From an optimization exercise on the open Yosys and OpenROAD flow, aimed at small area, a short achievable clock period and few clock cycles per item; shortcuts taken in it are not production practice.
No functional check of the RTL was part of this run.
Power and IR drop assume default switching activity.

`flow/run.sh`:
```
#!/bin/bash
set -e
echo "export SETUP_SLACK_MARGIN = 6.0" >> config.mk
echo "export BUFFER_PORTS_ARGS = -buffer_cell sky130_fd_sc_hd__buf_2" >> config.mk
bash standard.sh > standard.log 2>&1
```
`standard.sh`:
```
#!/bin/bash
# synth_recipe.tcl (not shown) runs the flow's synth.tcl, then flattens the netlist and writes it again
# the make line also repeats each setting of config.mk as NAME=value (left out here)
make -C /OpenROAD-flow-scripts/flow DESIGN_CONFIG=/design/flow/config.mk WORK_HOME=/design/flow/orfs CLKGATE_MAP_FILE= SYNTH_SCRIPT=/design/flow/synth_recipe.tcl "${@:-finish}"
```
`config.mk`:
```
export PLATFORM = sky130hd
export DESIGN_NAME = alu_multi_cycle
export DESIGN_NICKNAME = alu_multi_cycle
export VERILOG_FILES = /design/flow/design.v
export SDC_FILE = /design/flow/constraint.sdc
export NUM_CORES = 4
export LEC_CHECK = 0
export CAP_MARGIN = 20
export CORE_MARGIN = 2
export CORE_UTILIZATION = 40
export CTS_BUF_LIST = sky130_fd_sc_hd__clkbuf_4 sky130_fd_sc_hd__clkbuf_8
export SLEW_MARGIN = 20
export SETUP_SLACK_MARGIN = 6.0
export BUFFER_PORTS_ARGS = -buffer_cell sky130_fd_sc_hd__buf_2
```
`constraint.sdc`:
```
create_clock -name core_clock -period 10.0 [get_ports {clk}]
set_input_delay 2.0000 -clock core_clock [delete_from_list [all_inputs] [get_ports {clk}]]
set_output_delay 2.0000 -clock core_clock [all_outputs]
set_load 0.01 [all_outputs]
```
`design.v`:
```
module alu_multi_cycle #(
    parameter OPERAND_BUS_WIDTH = 8,
    parameter OPERAND_MAX_DATA_WIDTH = 32,
    parameter RESULT_BUS_WIDTH = 16,
    parameter RESULT_MAX_DATA_WIDTH = 64
) (
    input   wire                            clk,
    input   wire                            rst,  
    input   wire                            operand_valid,
    input   wire [2:0]                      op,
    input   wire [OPERAND_BUS_WIDTH-1:0]    a,
    input   wire [OPERAND_BUS_WIDTH-1:0]    b,
    input   wire                            operand_last,
    output  reg                             ready,
    output  reg                             result_valid,
    output  reg  [RESULT_BUS_WIDTH-1:0]     result,
    output  reg                             result_last,
    output  reg                             result_rst
);
    reg [31:0] opa;       
    reg [31:0] opb;       
    reg        cy;        
    reg [2:0]  opc;       
    reg [1:0]  nb;        
    reg        s_recv;    
    reg        s_full;    
    reg        m_busy;    
    reg [2:0]  didx;      
    reg [1:0]  d_one, d_two, d_neg;    
    reg        d_top;     
    reg [63:0] o;         
    reg [1:0]  corr;      
    wire flush = !rst || (operand_valid && op == 3'b111);
    always @(*) result = o[15:0];
    wire is_mul  = (opc == 3'b100);
    wire o_free  = !m_busy && (!result_valid || result_last);
    wire xfer    = s_full && o_free;
    wire step    = m_busy || (xfer && is_mul);
    wire m_done  = (didx == 3'd0);
    wire accept  = operand_valid && ready;
    wire first   = !s_recv;
    wire lastb   = operand_last || !first && nb == 2'd3;
    wire [27:0] ohi  = o[63:36];
    wire [27:0] ofix = corr[1] ? ohi - 28'd1 : (corr[0] ? ohi + 28'd1 : ohi);
    wire o_hi0   = ({ofix, o[35:32]} == 32'd0);
    wire [2:0] cur_op = first ? op : opc;
    wire       cin    = !first && cy;
    wire [9:0] bsum_x = {1'b0, a, 1'b1} + {1'b0, b, cin};
    wire [8:0] bsum   = bsum_x[9:1];
    reg  [7:0] rbyte;
    reg        rcarry;
    always @(*) begin
        rcarry = 1'b0;
        case (cur_op)
            3'b001: {rcarry, rbyte} = bsum;
            3'b010: rbyte = a & b;
            3'b011: rbyte = a ^ b;
            3'b100: rbyte = a;
            default: rbyte = 8'd0;
        endcase
    end
    function automatic [6:0] benc(input [4:0] x);    
        integer m;
        reg b2, b1, b0;
        begin
            benc = 7'd0;
            for (m = 0; m < 2; m = m + 1) begin
                b2 = x[2*m+2]; b1 = x[2*m+1]; b0 = x[2*m];
                benc[m]   = b1 ^ b0;
                benc[2+m] = (b2 & !b1 & !b0) | (!b2 & b1 & b0);
                benc[4+m] = b2 & !(b1 & b0);
            end
            benc[6] = x[4];
        end
    endfunction
    wire [2:0] nd_idx = didx - 3'd1;
    wire [4:0] nd_x   = {opa[{nd_idx, 2'b00} +: 4], (nd_idx == 3'd0) ? 1'b0 : opa[{nd_idx, 2'b00} - 1]};
    wire [4:0] fd_x   = {a[7:4], a[3]};
    function automatic [37:0] add38(input [37:0] x, input [37:0] y);
        reg [37:0] g, p, g0, p0;
        integer i, l, j;
        begin
            g0 = x & y;
            p0 = x ^ y;
            g = g0;
            p = p0;
            for (l = 0; l < 6; l = l + 1) begin
                for (i = 37; i >= 0; i = i - 1) begin
                    if ((i >> l) & 1) begin
                        j = ((i >> l) << l) - 1;
                        g[i] = g[i] | (p[i] & g[j]);
                        p[i] = p[i] & p[j];
                    end
                end
            end
            add38[0] = p0[0];
            for (i = 1; i < 38; i = i + 1) add38[i] = p0[i] ^ g[i-1];
        end
    endfunction
    wire [32:0] pp0 = (({33{d_one[0]}} & {1'b0, opb}) | ({33{d_two[0]}} & {opb, 1'b0})) ^ {33{d_neg[0]}};
    wire [32:0] pp1 = (({33{d_one[1]}} & {1'b0, opb}) | ({33{d_two[1]}} & {opb, 1'b0})) ^ {33{d_neg[1]}};
    wire [37:0] row0 = {2'b11, !d_neg[0], d_neg[0], d_neg[0], pp0};
    wire [37:0] row1 = {2'd0, !d_neg[1], pp1, 2'b00};
    wire [35:0] accl = {o[31:16], o[15:0] & {16{m_busy}}, 4'd0} | {opb & {32{d_top}}, 4'd0};
    wire [37:0] arow = {2'd0, accl[35:4], 1'b0, d_neg[1], 1'b0, d_neg[0]};
    wire [37:0] c1s  = row0 ^ row1 ^ arow;
    wire [37:0] c1c  = ((row0 & row1) | (row0 & arow) | (row1 & arow)) << 1;
    wire [37:0] lsum = add38(c1s, c1c);
    wire [27:0] acch = {ofix[23:0], o[35:32]};
    wire [63:0] macc = {acch, lsum[35:0]};
    always @(posedge clk) begin
        if (step)
            o <= macc;
        else if (xfer)
            o <= {31'd0, cy && nb == 2'd0, opa[31:25], opa[24] | (cy && nb == 2'd3),
                  opa[23:17], opa[16] | (cy && nb == 2'd2), opa[15:9], opa[8] | (cy && nb == 2'd1), opa[7:0]};
        else if (result_rst)
            o <= 64'd0;      
        else
            o <= {16'd0, ofix, o[35:16]};
        if (flush || !step)
            corr <= 2'b00;
        else
            corr <= lsum[37:36];
    end
    always @(posedge clk) begin
        if (accept) begin
            cy <= rcarry;
            if (first) begin
                opa <= {24'd0, rbyte};
                opb <= {24'd0, b};
            end else begin
                case (nb)
                    2'd1: begin opa[15:8]  <= rbyte; opb[15:8]  <= b; end
                    2'd2: begin opa[23:16] <= rbyte; opb[23:16] <= b; end
                    default: begin opa[31:24] <= rbyte; opb[31:24] <= b; end
                endcase
            end
        end
    end
    reg        s_recv_n, s_full_n, m_busy_n, rv_n, rl_n;
    reg [2:0]  didx_n, opc_n;
    reg [1:0]  nb_n;
    reg [6:0]  dsel_n;
    always @(*) begin
        s_recv_n = s_recv;
        s_full_n = s_full;
        m_busy_n = m_busy;
        didx_n   = didx;
        opc_n    = opc;
        nb_n     = nb;
        dsel_n   = {d_top, d_neg, d_two, d_one};
        if (result_valid && !result_last) begin
            rv_n = 1'b1;
            rl_n = o_hi0;
        end else begin
            rv_n = 1'b0;
            rl_n = 1'b0;
        end
        if (step) begin
            didx_n   = nd_idx;
            dsel_n   = benc(nd_x) & 7'b0111111;
            m_busy_n = !m_done;
            if (m_done) begin
                s_full_n = 1'b0;
                rv_n     = 1'b1;
                rl_n     = 1'b0;
            end
        end else if (xfer) begin
            s_full_n = 1'b0;
            rv_n     = 1'b1;
            rl_n     = 1'b0;
        end
        if (accept) begin
            if (first) begin
                opc_n = op;
                nb_n  = 2'd1;
                if (op != 3'b000) begin
                    if (operand_last) s_full_n = 1'b1;
                    else              s_recv_n = 1'b1;
                end
            end else begin
                nb_n = nb + 2'd1;
                if (lastb) begin
                    s_recv_n = 1'b0;
                    s_full_n = 1'b1;
                end
            end
            if (lastb) begin
                didx_n = {nb, 1'b1} & {first ? 2'b00 : 2'b11, 1'b1};
                dsel_n = benc(fd_x);
            end
        end
        if (flush) begin
            s_recv_n = 1'b0;
            s_full_n = 1'b0;
            m_busy_n = 1'b0;
            rv_n     = 1'b0;
            rl_n     = 1'b0;
        end
    end
    reg rv_k, rl_k;
    always @(*) begin
        if (step && m_done || xfer && !is_mul) begin
            rv_k = 1'b1;
            rl_k = 1'b0;
        end else if (result_valid && !result_last) begin
            rv_k = 1'b1;
            rl_k = o_hi0;
        end else begin
            rv_k = 1'b0;
            rl_k = 1'b0;
        end
    end
    wire mb_k     = step ? !m_done : m_busy;
    wire mdone_k  = step && !m_done && didx == 3'd1;
    wire o_free_k = !mb_k && (!rv_k || rl_k);
    wire s_keep   = s_full && !(xfer && !is_mul) && !(step && m_done);
    wire comp     = accept && (first ? (op != 3'b000 && operand_last) : lastb);
    wire newmul   = (cur_op == 3'b100);
    wire ready_n  = flush || (comp ? (!newmul && o_free_k) || mdone_k
                                   : !s_keep || (!is_mul && o_free_k) || mdone_k);
    always @(posedge clk) begin
        s_recv       <= s_recv_n;
        s_full       <= s_full_n;
        m_busy       <= m_busy_n;
        didx         <= didx_n;
        opc          <= opc_n;
        nb           <= nb_n;
        {d_top, d_neg, d_two, d_one} <= dsel_n;
        result_valid <= rv_n;
        result_last  <= rl_n;
        ready        <= ready_n;
        result_rst   <= flush;
    end
endmodule
```
==> run notes <==
power by group:
part | switching [uW] | internal [uW]
registers | 74.3 | 722
logic | 1110 | 833
clock network | 253 | 252
metrics by stage:
stage                     std cells  cell area (um^2)
after floorplan                1237             11500
after global placement         1587             11900
after global routing           1632             12700
after detailed placement       1587             11900
final                          1632             12700
after CTS                      1621             12400
sequential cells by signal (all words and copies together) (netlist names), 2 cells and up:
name and count:
opb 32, d_neg 2, d_one 2, nb 2, opc 3, didx 3
o 64, opa 32, corr 2, d_two 2
worst max-delay path: stages (launching register included):
cell	delay (ns)
sky130_fd_sc_hd__edfxtp_1	0.46
sky130_fd_sc_hd__buf_4	0.17
sky130_fd_sc_hd__a22oi_1	0.18
sky130_fd_sc_hd__xnor2_1	0.19
sky130_fd_sc_hd__fa_1	0.45
sky130_fd_sc_hd__inv_1	0.07
sky130_fd_sc_hd__ha_2	0.29
sky130_fd_sc_hd__nand4_1	0.15
sky130_fd_sc_hd__nor3_1	0.11
sky130_fd_sc_hd__o311a_1	0.34
sky130_fd_sc_hd__a211o_1	0.31
sky130_fd_sc_hd__o21ai_2	0.22
sky130_fd_sc_hd__nand2_1	0.10
sky130_fd_sc_hd__fa_1	0.44
sky130_fd_sc_hd__xnor2_1	0.18
sky130_fd_sc_hd__o22ai_1	0.11
synth_stat cells (18+ instances only):
cell type	number	share of area [%]
sky130_fd_sc_hd__nor2_1	75	2.5
sky130_fd_sc_hd__o21ai_0	49	2.1
sky130_fd_sc_hd__a211oi_1	18	1.2
sky130_fd_sc_hd__clkbuf_1	61	2.0
sky130_fd_sc_hd__nor3b_1	20	1.3
sky130_fd_sc_hd__xnor2_1	96	7.3
sky130_fd_sc_hd__dfxtp_1	83	14
sky130_fd_sc_hd__nand3_1	27	1.2
sky130_fd_sc_hd__inv_1	76	2.5
sky130_fd_sc_hd__edfxtp_1	70	18
sky130_fd_sc_hd__and2_1	25	1.4
sky130_fd_sc_hd__fa_1	37	6.5
sky130_fd_sc_hd__nand2_1	69	2.3
sky130_fd_sc_hd__nor3_1	25	1.1
sky130_fd_sc_hd__a21oi_1	83	3.6
sky130_fd_sc_hd__ha_1	59	6.4
sky130_fd_sc_hd__a22oi_1	84	5.5
how the worst max path moves through the flow:
stage	from	endpoint	slack, ns	cells past startpoint
after CTS	d_one[0]$_DFF_P_	o[30]$_DFF_P_	5.95	14
final	opb[9]$_SDFFCE_PN0P_	o[33]$_DFF_P_	6.10	15
after detailed placement	d_neg[0]$_DFF_P_	o[33]$_DFF_P_	4.93	14
after floorplan	d_neg[1]$_DFF_P_	o[33]$_DFF_P_	6.00	16
after global routing	opb[9]$_SDFFCE_PN0P_	o[33]$_DFF_P_	5.98	15
after global placement	d_neg[0]$_DFF_P_	o[33]$_DFF_P_	5.00	14
layout make-up:
cell class / instances / area, um^2
Clock buffer: 18 / 241
Tap cell: 378 / 473
Fill cell: 2696 / 15300
Clock inverter: 14 / 173
Timing Repair Buffer: 71 / 553
Sequential cell: 153 / 3790
Inverter: 78 / 303
Multi-Input combinational cell: 920 / 7170
cells in the final DEF (no fill, tap or decap), types with 8 or more instances in the layout:
master and n:
sky130_fd_sc_hd__xnor2_1 95, sky130_fd_sc_hd__a21oi_1 78, sky130_fd_sc_hd__a22oi_1 77, sky130_fd_sc_hd__inv_1 76, sky130_fd_sc_hd__dfxtp_1 76, sky130_fd_sc_hd__nor2_1 73, sky130_fd_sc_hd__edfxtp_1 70, sky130_fd_sc_hd__nand2_1 69
sky130_fd_sc_hd__ha_1 54, sky130_fd_sc_hd__o21ai_0 46, sky130_fd_sc_hd__buf_2 42, sky130_fd_sc_hd__fa_1 37, sky130_fd_sc_hd__nand3_1 27, sky130_fd_sc_hd__and2_1 25, sky130_fd_sc_hd__nor3_1 24, sky130_fd_sc_hd__nor3b_1 20
sky130_fd_sc_hd__buf_4 19, sky130_fd_sc_hd__xor2_1 17, sky130_fd_sc_hd__a211oi_1 17, sky130_fd_sc_hd__clkbuf_8 17, sky130_fd_sc_hd__a21o_1 14, sky130_fd_sc_hd__o22ai_1 12, sky130_fd_sc_hd__nand4_1 12, sky130_fd_sc_hd__o31ai_1 12
sky130_fd_sc_hd__mux2i_1 11, sky130_fd_sc_hd__a22o_1 11, sky130_fd_sc_hd__or3_1 11, sky130_fd_sc_hd__nor4_1 9, sky130_fd_sc_hd__mux4_2 9, sky130_fd_sc_hd__o21a_1 8, sky130_fd_sc_hd__a221oi_1 8
timing repair:
item / CTS / global route
gates resized for setup: 23 / 39
cloned: 1 / 2
pin swaps: 1 / 10
endpoints found under the setup margin: 30 / 21
buffers inserted: 1 / 9
routing by layer:
layer	vias to the layer above	GRT usage (%)	part of all wire (%)
met5	-	0	0
met4	0	5.93	2.3
met3	54	2.59	7.3
met2	435	36.2	46
met1	4684	31.7	44
li1	4521	-	-
logic make-up after synthesis:
group                    Yosys count
AO/OA/AOI/OAI                    351
AND/OR/NAND/NOR                  335
buffers and inverters            164
flip-flops                       153
XOR/XNOR                         114
adder cells (fa/ha/maj)           96
multiplexers                      24
==> impl_metrics.ini <==
[critical_path]
critical_path_class = register to register
crit-reg2reg-launch = opb[9]$_SDFFCE_PN0P_
regToRegEndpoint = o[33]$_DFF_P_
critPathLaunchType = register
timing.critical_path.to_type = register
critical_path_peak_fanout = 4
worstPathRequired_ns = 10.34
number_of_cells_on_the_worst_reg_to_reg_path = 15
r2r_slack_ns = 6.10
worstPathArrival_ns = 4.23

[global_route]
gr-usage-all-layers_pct = 22.4
grt_pass1_wl_um = 52500
vias_in_the_first_global_route = 8988
number_of_antenna_violations_at_the_first_check_in_global_routing = 1
grt.overflow.total = 0
grt_start_max_net_pins = 80

[sta]
timing_max_transition_violations_final = 0
min_period_ns = 3.90
worst_slew_pin_slew_ns = 0.950
final.setup.tns_ns = 0
timing.final.setup_violations = 0
finClkSkew_ns = 0.0169
clock.fmax_mhz = 257
fin_hold_ws_ns = 0.508
max_slew_margin_pct = 36.6
hold_violations = 0
post-route-period-util_pct = 39.0
rsz0062_at_grt = no
setup_slack_after_layout_ns = 6.10

[route]
drtPass1Iterations = 5
postRouteAntennaNets = 0
detail_route.wl_per_cell_um = 21.1
drtIter0Drc = 971
vias = 9694
drt_wl_total_um = 34500
drt_drc_violations_left = 0
vias_per_cell = 5.94

[floorplan]
die-area_mm2 = 0.0300
fp-row-count = 61
die-height_um = 173
initial_core_utilization_pct = 40.9
floorplan.core_area_mm2 = 0.0280
io_pins = 43
die_width_um = 173

[hold_path]
holdCritPathClass = register to register
min_delay_path_depth = 2
min_to = o[38]$_DFF_P_
min-delay-start = o[34]$_DFF_P_

[power]
totalPowerFinal_uw = 3250
pwr_density_cell_mw_per_mm2 = 256
peakVddDrop_uv = 119
leakagePower_uw = 0.00496

[synth]
synth-xor-area-share_pct = 8.83
syn_area_per_cell_um2 = 9.27
postSynthRegisterBits = 153
synth_async_sr_flop_share_pct = 0
synthSimpleGateAreaFrac_pct = 15.7
seq_area_frac_synth_pct = 32.8
net_count_after_synthesis = 1356
combinational_family_with_the_most_area_after_synthesis = compound AO/OA/AOI/OAI gates
yosys_warnings = 1
synth-adder-area-share_pct = 12.9
synth_compound_area_share_pct = 20.6
synth_enable_flop_cells = 70
synth_area_mm2 = 0.0115
synth.distinct_cells = 77
synth_mux_area_share_pct = 3.12
postSynthCellCount = 1237
postSynth.topFlopCell = sky130_fd_sc_hd__dfxtp_1

[clock_network]
cts_root_buffer = sky130_fd_sc_hd__clkbuf_8
clk_transition_reported_paths_ns = 0.09
cts_hold_buf = 0
tritoncts = built
max-clock-path-buffers = 2
cts_buffers = 17
clock_sink_total = 153
cts-htree-levels = 4
latest_clock_arrival_within_the_worst_skew_pair_ns = 0.46

[placed_design]
port-buffer-count = 42
gp_congestion = 0.879
hpwlAfterDp_um = 25900
pre_cts_slack_ns = 4.93

[cells_and_area]
finish.net_count = 1360
final_layout_size_suffix_gt1_share_pct = 14.1
area_growth_syn_to_layout_pct = 10.8
layout.core_utilization_pct = 45.4
inserted_diodes = 0

[job]
max-cap-violations = 0

[outcome]
outcome = finished clean

==> re-timing with driven ports <==
How much do the figures lean on ideal ports? The routed layout below was timed once more, with nothing changed but the port constraints.
Step 1 sets driving cells, clkbuf_16 on the clock port and buf_2 on the other inputs (assumed; they add their load-dependent delay and slew).
Step 2 also shifts input and output timing later by t, the mid clock arrival at the registers, as if the neighbouring blocks saw the same clock.
Slacks: ideal ports / drivers / drivers and shift; pairs: ideal ports / drivers.
shift t [ns]: 0.493
slack for setup (ns): 6.105 / 6.105 / 5.757
worst setup path at the end: input to register
After both steps setup and hold are still met in this run. The setup slack of this run moves by 0.000 ns with the drivers and by -0.348 ns with both steps.
